This design comes from an exercise in tuning for small area on the open sky130 flow, not from production work.
At most, simulation tests tie the RTL to the original design; equivalence was not proved.
No activity file was given, so power comes from the tool's default toggle rates.

Design top, start of the top module:
module top(
	input						clk,
	input						rst_n,
	input 	[8-1:0]	pixel_in,
	input						valid_in,
	input	[2-1:0]color_in,
	input						last_col_in,
	input						last_pic_in,
	input	[3-1:0]	mode_in,
	output 	[8-1:0]	pixel_out,
	output						valid_out,
	output  [2-1:0]color_out,
	output						last_col_out,
	output						last_pic_out,
	output						finish_operation
);
Size in the first run: roughly 930 flip-flops, about 32 I/O pins, roughly 40000 um^2 of cells after synthesis.
==> flow/config.mk <==
export PLATFORM = sky130hd
export DESIGN_NAME = top
export DESIGN_NICKNAME = top
export VERILOG_FILES = /design/flow/design.v
export SDC_FILE = /design/flow/constraint.sdc
export NUM_CORES = 4
export LEC_CHECK = 0
export ABC_AREA = 1
export CAP_MARGIN = 20
export CORE_MARGIN = 2
export CORE_UTILIZATION = 75
export SLEW_MARGIN = 20
==> flow/constraint.sdc <==
create_clock -name core_clock -period 10.0 [get_ports {clk}]
set_input_delay 2.0000 -clock core_clock [delete_from_list [all_inputs] [get_ports {clk}]]
set_output_delay 2.0000 -clock core_clock [all_outputs]
set_load 0.01 [all_outputs]
standard.sh (not shown) runs the stock make flow with config.mk's settings and CLKGATE_MAP_FILE= SYNTH_SCRIPT=/design/flow/synth_recipe.tcl, a recipe that flattens the netlist after the stock synthesis.
==> flow/flow/run.sh <==
#!/bin/bash
# The standard layout with two changes:
# - the synthesis maps with an area-oriented ABC script (flow/abc_area.script);
#   everything else in it is the standard flow's own synthesis script (synth_recipe.tcl)
# - clock tree synthesis adds no dummy loads (inverters that drive nothing)
set -euo pipefail
HERE=$(pwd)
cat > "$HERE/area_synth.tcl" <<EOT
proc abc {args} {
  set i [lsearch -exact \$args -script]
  if {\$i >= 0} { set args [lreplace \$args [expr {\$i+1}] [expr {\$i+1}] $HERE/flow/abc_area.script] }
  yosys abc {*}\$args
}
source $HERE/synth_recipe.tcl
EOT
bash standard.sh SYNTH_SCRIPT="$HERE/area_synth.tcl" \
  CTS_ARGS="-sink_clustering_enable -repair_clock_nets -dont_use_dummy_load -sink_clustering_size 16 -sink_clustering_max_diameter 50 -buf_list sky130_fd_sc_hd__clkbuf_8" \
  finish > standard.log 2>&1
==> flow/flow/abc_area.script <==
strash
dch -f
amap -m -F 3 -A 10
topo
stime -c
Edit:
--- a/flow/design.v
+++ b/flow/design.v
@@ -397,17 +397,17 @@
     if (valid_r) begin
         xs <= {xs[119:0], data_in_r};
         s1_r <= s0;
         s2_r <= s1_r;
     end
     r_n <= r_w;
-    cl_buf <= end_col_r;
-    pl_buf <= end_pic_r;
     if (load) begin
         g_n <= g_w;
         b_n <= b_w;
+        cl_buf <= end_col_r;
+        pl_buf <= end_pic_r;
     end
 end
 always @(posedge clk or negedge rst_n) begin
     if (!rst_n) begin
         valid_r <= 1'b0;
         phase_r <= P_INIT1;
@@ -520,44 +520,24 @@
 reg [2:0]	counter_0;
 reg [1:0]	valid_count_0;
 reg			init_12_last_flag;
 reg			last_col_1, last_col_2;
 reg			last_pic_1, last_pic_2;
 reg [1:0]	oc_1, oc_2;			 
-reg [11:0]	s9_1;
+reg [11:0]	s9_1;				 
 reg [7:0]	q_2;				 
 reg [287:0]	line;				 
 reg			full18, full36;		 
 reg [9:0]	s6_0, s3_0, s6_1, s3_1, s6_2, s3_2;
 wire		adv  = valid_in_reg && valid_count_0 == 2'd2;
 wire		wrap = counter_0 == 3'd5;
 wire [7:0]	pos8 = full18 ? line[143:136] : 8'd0;
 wire [7:0]	pos7 = full36 ? line[287:280] : 8'd0;
 wire [9:0]	h    = pos7 + pos8 + pixel_in_reg;
 wire [11:0]	sum9 = h + s3_0 + s6_0;
-reg  [1:0]	qh;
-reg  [3:0]	rh;
-reg  [4:0]	qt;
-reg  [5:0]	ql;
-reg  [3:0]	rl;
-integer		di;
-always @(*) begin
-	rh = sum9[11:8];
-	for (di = 7; di >= 6; di = di - 1) begin
-		qt = {rh, sum9[di]};
-		qh[di-6] = qt >= 5'd9;
-		rh = qh[di-6] ? qt - 5'd9 : qt[3:0];
-	end
-	rl = s9_1[9:6];
-	for (di = 5; di >= 0; di = di - 1) begin
-		qt = {rl, s9_1[di]};
-		ql[di] = qt >= 5'd9;
-		rl = ql[di] ? qt - 5'd9 : qt[3:0];
-	end
-end
-wire [7:0]	q_1  = {s9_1[11:10], ql};
+wire [7:0]	q_1  = s9_1 / 4'd9;
 wire		upd = valid_in_reg && (state_0 == OUT || state_0 == INIT_2);
 always @(posedge clk) begin
 	if (valid_in_reg) line <= {line[279:0], pixel_in_reg};
 end
 always @(posedge clk or negedge rst_n) begin
 	if(!rst_n) begin
@@ -624,13 +604,13 @@
 			s6_1 <= s6_2;
 			s3_1 <= s3_2;
 			s6_2 <= upd ? h : s6_0;
 			s3_2 <= upd ? s6_0 : s3_0;
 		end
 		oc_1 <= (valid_in_reg && state_0 == OUT) ? valid_count_0 : VOID;
-		s9_1 <= {qh, rh, sum9[5:0]};
+		s9_1 <= sum9;
 		last_col_1 <= last_col_in_reg;
 		last_pic_1 <= last_pic_in_reg;
 		oc_2 <= oc_1;
 		q_2 <= q_1;
 		last_col_2 <= last_col_1;
 		last_pic_2 <= last_pic_1;
@@ -758,17 +738,20 @@
 	wire [9:0] diff  = {1'b0, rem} - {2'b0, dv};
 	wire       ge    = ~diff[9];
 	wire [7:0] rem_s = ge ? diff[7:0] : rem[7:0];
 	wire [2:0] sh    = 3'd7 - msb;
 	always @(posedge clk) begin
 		ge_d <= ge;
-		counter <= state == FIND ? {1'b0, msb} : counter + 4'd1;
 		case (state)
 			IDLE: if (!valid_r) rem <= {1'b0, k_mean};
 			DONE: rem <= {1'b0, k_mean};
-			CALC: rem <= {rem_s, 1'b0};
+			FIND: counter <= {1'b0, msb};
+			CALC: begin
+				counter <= counter + 4'd1;
+				rem     <= {rem_s, 1'b0};
+			end
 			default: ;
 		endcase
 	end
 	always @(posedge clk or negedge rst_n) begin
 		if (~rst_n) begin
 			state   <= IDLE;
Effect: Final cell count goes up by about 1%. Final area is higher by about 0.4%. Via count rises by about 5.5%. Routed wire length grows by 9.1%. Non-clock buffer count rose by 3. Setup slack is worse by 0.29 ns. Combinational power stays flat. Register-to-register slack gets worse by 0.29 ns.
Only the layout flow was run in the second run of this note; the RTL was not checked for function there.

afterwards: timing with drivers on the ports:
No port has a modelled driver above. Below, the same layouts with a new extraction and two added sets of constraints.
Step 1 (the two cells are an assumption about what drives the block):
set clk [get_ports {clk}]
set_driving_cell -lib_cell sky130_fd_sc_hd__clkbuf_16 $clk
set_driving_cell -lib_cell sky130_fd_sc_hd__buf_2 [delete_from_list [all_inputs] $clk]
Step 2 also shifts input and output timing later by t, the mid clock arrival at the registers, as if the neighbouring blocks saw the same clock.
Slacks: ideal ports / drivers / drivers and shift; pairs: ideal ports / drivers.
run | t, ns | setup slack, ns | worst setup path after step 2
the first run | 0.725 | 0.869 / 0.869 / 0.869 | register to register
the second run | 0.728 | 0.579 / 0.579 / 0.579 | register to register
After both steps every run listed still meets setup and hold.
